From an optimization exercise on the open Yosys and OpenROAD flow, aimed at small area and a short achievable clock period; shortcuts taken in it are not production practice. RTL that was checked went through simulation tests only; none was proved equivalent to the original. Power is estimated from default activity; no workload was simulated.

north:
Design top_level, start of the top module:
module top_level (
  input         clk_i,
  input         addsub_i,
  input  [31:0] data_a_i,
                data_b_i,
  output [31:0] result_o
);
Settings: LEC_CHECK=0, CAP_MARGIN=20, CORE_MARGIN=2, CORE_UTILIZATION=60, CTS_BUF_LIST=sky130_fd_sc_hd__clkbuf_8, SETUP_SLACK_MARGIN=3.5, SLEW_MARGIN=20; clock period 6.0 ns.
standard.sh (not shown) runs the stock make flow with config.mk's settings and CLKGATE_MAP_FILE= SYNTH_SCRIPT=/design/flow/synth_recipe.tcl, a recipe that flattens the netlist after the stock synthesis.
==> flow/flow/run.sh <==
#!/bin/bash
# Standard ORFS layout (the standard.sh), with the port buffers made
# from buf_2 cells instead of the default delay-buffer cells.
export BUFFER_PORTS_ARGS="-buffer_cell sky130_fd_sc_hd__buf_2"
bash standard.sh > standard.log 2>&1
The following lists how south was set up differently from north:
- ABC_AREA: unset -> 1
- CTS_CLUSTER_DIAMETER: unset -> 60
- CTS_BUF_LIST: sky130_fd_sc_hd__clkbuf_8 -> unset
- CTS_CLUSTER_SIZE: unset -> 20
==> summary.txt <==
Compared with north, in south met3 routed wirelength has increased; non-clock buffer count has increased. Going from north to south, static leakage power climbed 10%; worst-case setup margin in the final layout climbed 47 ps; remaining max-slew budget at the tightest pin climbed 5.4 points; cell area after synthesis dropped 1.4%; detailed-route wire length per cell dropped 1.5 um. Compared with north, in south ratio of cells with drive above 1 in the final layout lower; placeable core region shrank by 530 sq um; global-route usage shows an increase of 1.9 points; worst vdd rail ir drop now larger.
### south -> east
- CTS_CLUSTER_DIAMETER removed (was 60)
- CTS_CLUSTER_SIZE removed (was 20)
- CTS_BUF_LIST newly set to sky130_fd_sc_hd__clkbuf_8
- SETUP_SLACK_MARGIN changed from 3.5 to 3.65
Findings:
- south tops out at a lower clock frequency than east.
- south → east: non-clock buffer share of cell area went up; final critical-path required period went down; setup slack after layout went up.
#### Input delta (west over east)
- changing SETUP_SLACK_MARGIN from 3.65 to 3.5
==> summary.txt <==
Relative to east, switching share of total power decreased by 0.87 points in west.
Higher final critical-path setup slack was reported by east, not west.
Summary — power density over cell area, west relative to east: lower, by about 0.8%.
In west the post-CTS setup buffer count turned out 28 lower than in east.
Summary: number of DRC markers in iteration 0, west better than east
Insertion delay to the later sink of the worst-skew pair of east is on par with west.
Number of gates on the worst path with buffers counted: west < east
From east to west the numbers moved as follows: post-layout net count went down; number of non-clock inverters went up.
west against east: cell area after layout fell 7.1%, fraction of power consumed by the clock network up 2.7 points.
### west -> middle
- CORE_UTILIZATION: 60 -> 70
==> summary.txt <==
- west ended with every stage complete and zero timing, DRC or antenna violations.
- middle: all stages complete, timing, DRC and antenna checks passed
- Of the two candidates, west has the better via count and middle the worse one.
- Compared with west, middle shows a lower clock-buffer cell count.
- Die area | middle < west
- The power number comes out higher for middle vs west.
- Between west and middle, the cell count went down.
- Any difference in synthesized area between west and middle is small enough to ignore.
- Measured against each other, middle and west differ in length of the first detailed-routing pass in iterations, the lower figure coming from west.
- Routed length on met3 in middle is 130% higher than in west
- Detailed-placement wirelength estimate up 1300 um in middle wrt west
- The design area of middle exceeds that of west by 1.2%.

* * *

Another version of the RTL of top_level (not shown whole).
Size in the first run: roughly 1800 cells after synthesis, about 250 flip-flops, about 13000 sq um of cells after synthesis.
Settings: LEC_CHECK=0, ABC_AREA=1, CAP_MARGIN=20, CORE_MARGIN=2, CORE_UTILIZATION=60, CTS_BUF_LIST=sky130_fd_sc_hd__clkbuf_8, SETUP_SLACK_MARGIN=3.6, SLEW_MARGIN=20; clock period 6.0 ns.
Scripts as last shown in full above: flow/flow/run.sh
Change:
--- a/flow/config.mk
+++ b/flow/config.mk
@@ -13 +13 @@
-export SETUP_SLACK_MARGIN = 3.6
+export SETUP_SLACK_MARGIN = 3.55
After rerunning: Clock power came out higher by about a fifth. Hold slack stays flat. Critical path depth came out lower by 2. Synthesized area does not change. Non-clock buffer count came out lower by 30. Worst setup slack gets worse by 0.015 ns. Global-route usage came out lower by 0.45 points. Count of clock-buffer cells in the layout came out higher by 5.
No run of this note included a check of the RTL's function; only the layout flow was run.

* * *

top_level, a different RTL version from the one above (not shown whole).
For scale: about 1,800 cells after synthesis, about 230 flip-flops, roughly 98 I/O pins, about 0.013 mm² of cells after synthesis.
Design top_level, start of the top module:
module top_level (
  input         clk_i,
  input         addsub_i,
  input  [31:0] data_a_i,
                data_b_i,
  output [31:0] result_o
);
  logic [7:0]  ea, eb;
  logic [22:0] fa, fb;
  logic        co_ab, co_ba, co_f;
  logic [4:0]  sh_d;
  assign ea = data_a_i[30:23];
  assign eb = data_b_i[30:23];
  assign fa = data_a_i[22:0];
  assign fb = data_b_i[22:0];
  logic [7:0] dx, dy;    
  logic       big;
  pfx_add2 #(.W(8))  u_dexp (.a(ea), .b(~eb), .s0(dx), .s1(dy), .co0(co_ab), .co1(co_ba));
  pfx_cout #(.W(31)) u_flt  (.a(data_a_i[30:0]), .b(~data_b_i[30:0]), .ci(1'b1), .co(co_f));
  assign big    = co_f ? |dy[7:5] : ~&dx[7:5];
  assign sh_d   = co_f ? dy[4:0] : ~dx[4:0];
  logic        sa_q1, sb_q1, sw_q1, big_q1;
  logic [7:0]  he_q1;
  logic [22:0] fa_q1, fb_q1;
  logic [4:0]  sh_q1;
  always_ff @(posedge clk_i) begin
    sa_q1 <= data_a_i[31];
    sb_q1 <= data_b_i[31] ^ addsub_i;
    sw_q1 <= ~co_f;                
    he_q1 <= co_f ? ea : eb;       
    fa_q1 <= fa;
    fb_q1 <= fb;
    sh_q1 <= sh_d;
    big_q1 <= big;
  end
  logic [23:0] ly;
  logic [26:0] lv0, al;
  logic [22:0] smask;
  logic [31:0] thermo;
  logic        sticky, es;
  assign ly = sw_q1 ? {1'b1, fa_q1} : {1'b1, fb_q1};
  assign es = sa_q1 ^ sb_q1;
  logic [4:0] sh;
  assign sh  = sh_q1 | {5{big_q1}};
  assign lv0 = sh[0] ? {1'b0, ly, 2'b00} : {ly, 3'b000};
  assign al  = lv0 >> {sh[4:1], 1'b0};
  logic sat;
  assign sat    = sh >= 5'd25;
  assign thermo = 32'hFFFF_FFFF << sh;       
  assign smask  = {~thermo[24:3], ~thermo[2] & ~sat};
  assign sticky = |(ly[22:0] & smask);
  logic        hs_q2, es_q2;
  logic [7:0]  he_q2;
  logic [22:0] hf_q2;
  logic [26:0] lo_q2;
  always_ff @(posedge clk_i) begin
    hs_q2 <= sw_q1 ? sb_q1 : sa_q1;
    es_q2 <= es;
  ...
clock: 6.0 ns
lec_check: 0
abc_area: 1
cap_margin: 20
core_margin: 2
core_utilization: 60
cts_buf_list: sky130_fd_sc_hd__clkbuf_8
setup_slack_margin: 3.2
slew_margin: 20
==> flow/flow/run.sh <==
#!/bin/bash



export BUFFER_PORTS_ARGS="-buffer_cell sky130_fd_sc_hd__buf_2"
bash standard.sh > standard.log 2>&1
Rerun with:
CTS_BUF_LIST = default   (was sky130_fd_sc_hd__clkbuf_8)
Core utilization rose by 0.76 points.
Area after synthesis is unchanged.
Total power rose by 4.9%.
Cell area rose by 1.1%.
Routed wire length rose by 0.40%.
Via count fell by 1.0%.
Cell count fell by 0.92%.
No run of this note included a check of the RTL's function; only the layout flow was run.

==> static timing again, ports no longer ideal <==
No port has a modelled driver above. Below, the same layouts with a new extraction and two added sets of constraints. Step 1 (the two cells are an assumption about what drives the block):
set clk [get_ports {clk_i}]
set_driving_cell -lib_cell sky130_fd_sc_hd__clkbuf_16 $clk
set_driving_cell -lib_cell sky130_fd_sc_hd__buf_2 [delete_from_list [all_inputs] $clk]
Step 2 adds t to the input delays and takes it off the output delays; t is the mean of the earliest and latest rising clock arrival at the registers after step 1. Input paths then give back, and output paths get back, about the clock's delay inside the block. Slacks: ideal ports / drivers / drivers and shift; pairs: ideal ports / drivers.
run	shift t [ns]	slack for setup (ns)	worst setup path at the end
north	0.575	3.380 / 3.371 / 2.797	input to register
south	0.567	3.427 / 3.424 / 2.858	input to register
east	0.591	3.529 / 3.529 / 2.985	input to register
west	0.588	3.501 / 3.504 / 2.916	input to register
middle	0.600	2.977 / 2.976 / 2.376	input to register
the first run of note 2	0.592	3.646 / 3.656 / 3.076	input to register
the second run of note 2	0.589	3.631 / 3.631 / 3.111	input to register
the first run of note 3	0.564	3.255 / 3.277 / 2.713	input to register
the second run of note 3	0.572	3.260 / 3.284 / 2.713	input to register
After both steps every run listed still meets setup and hold. The setup slack of middle, which loses most, moves by -0.001 ns with the drivers and by -0.601 ns with both steps.
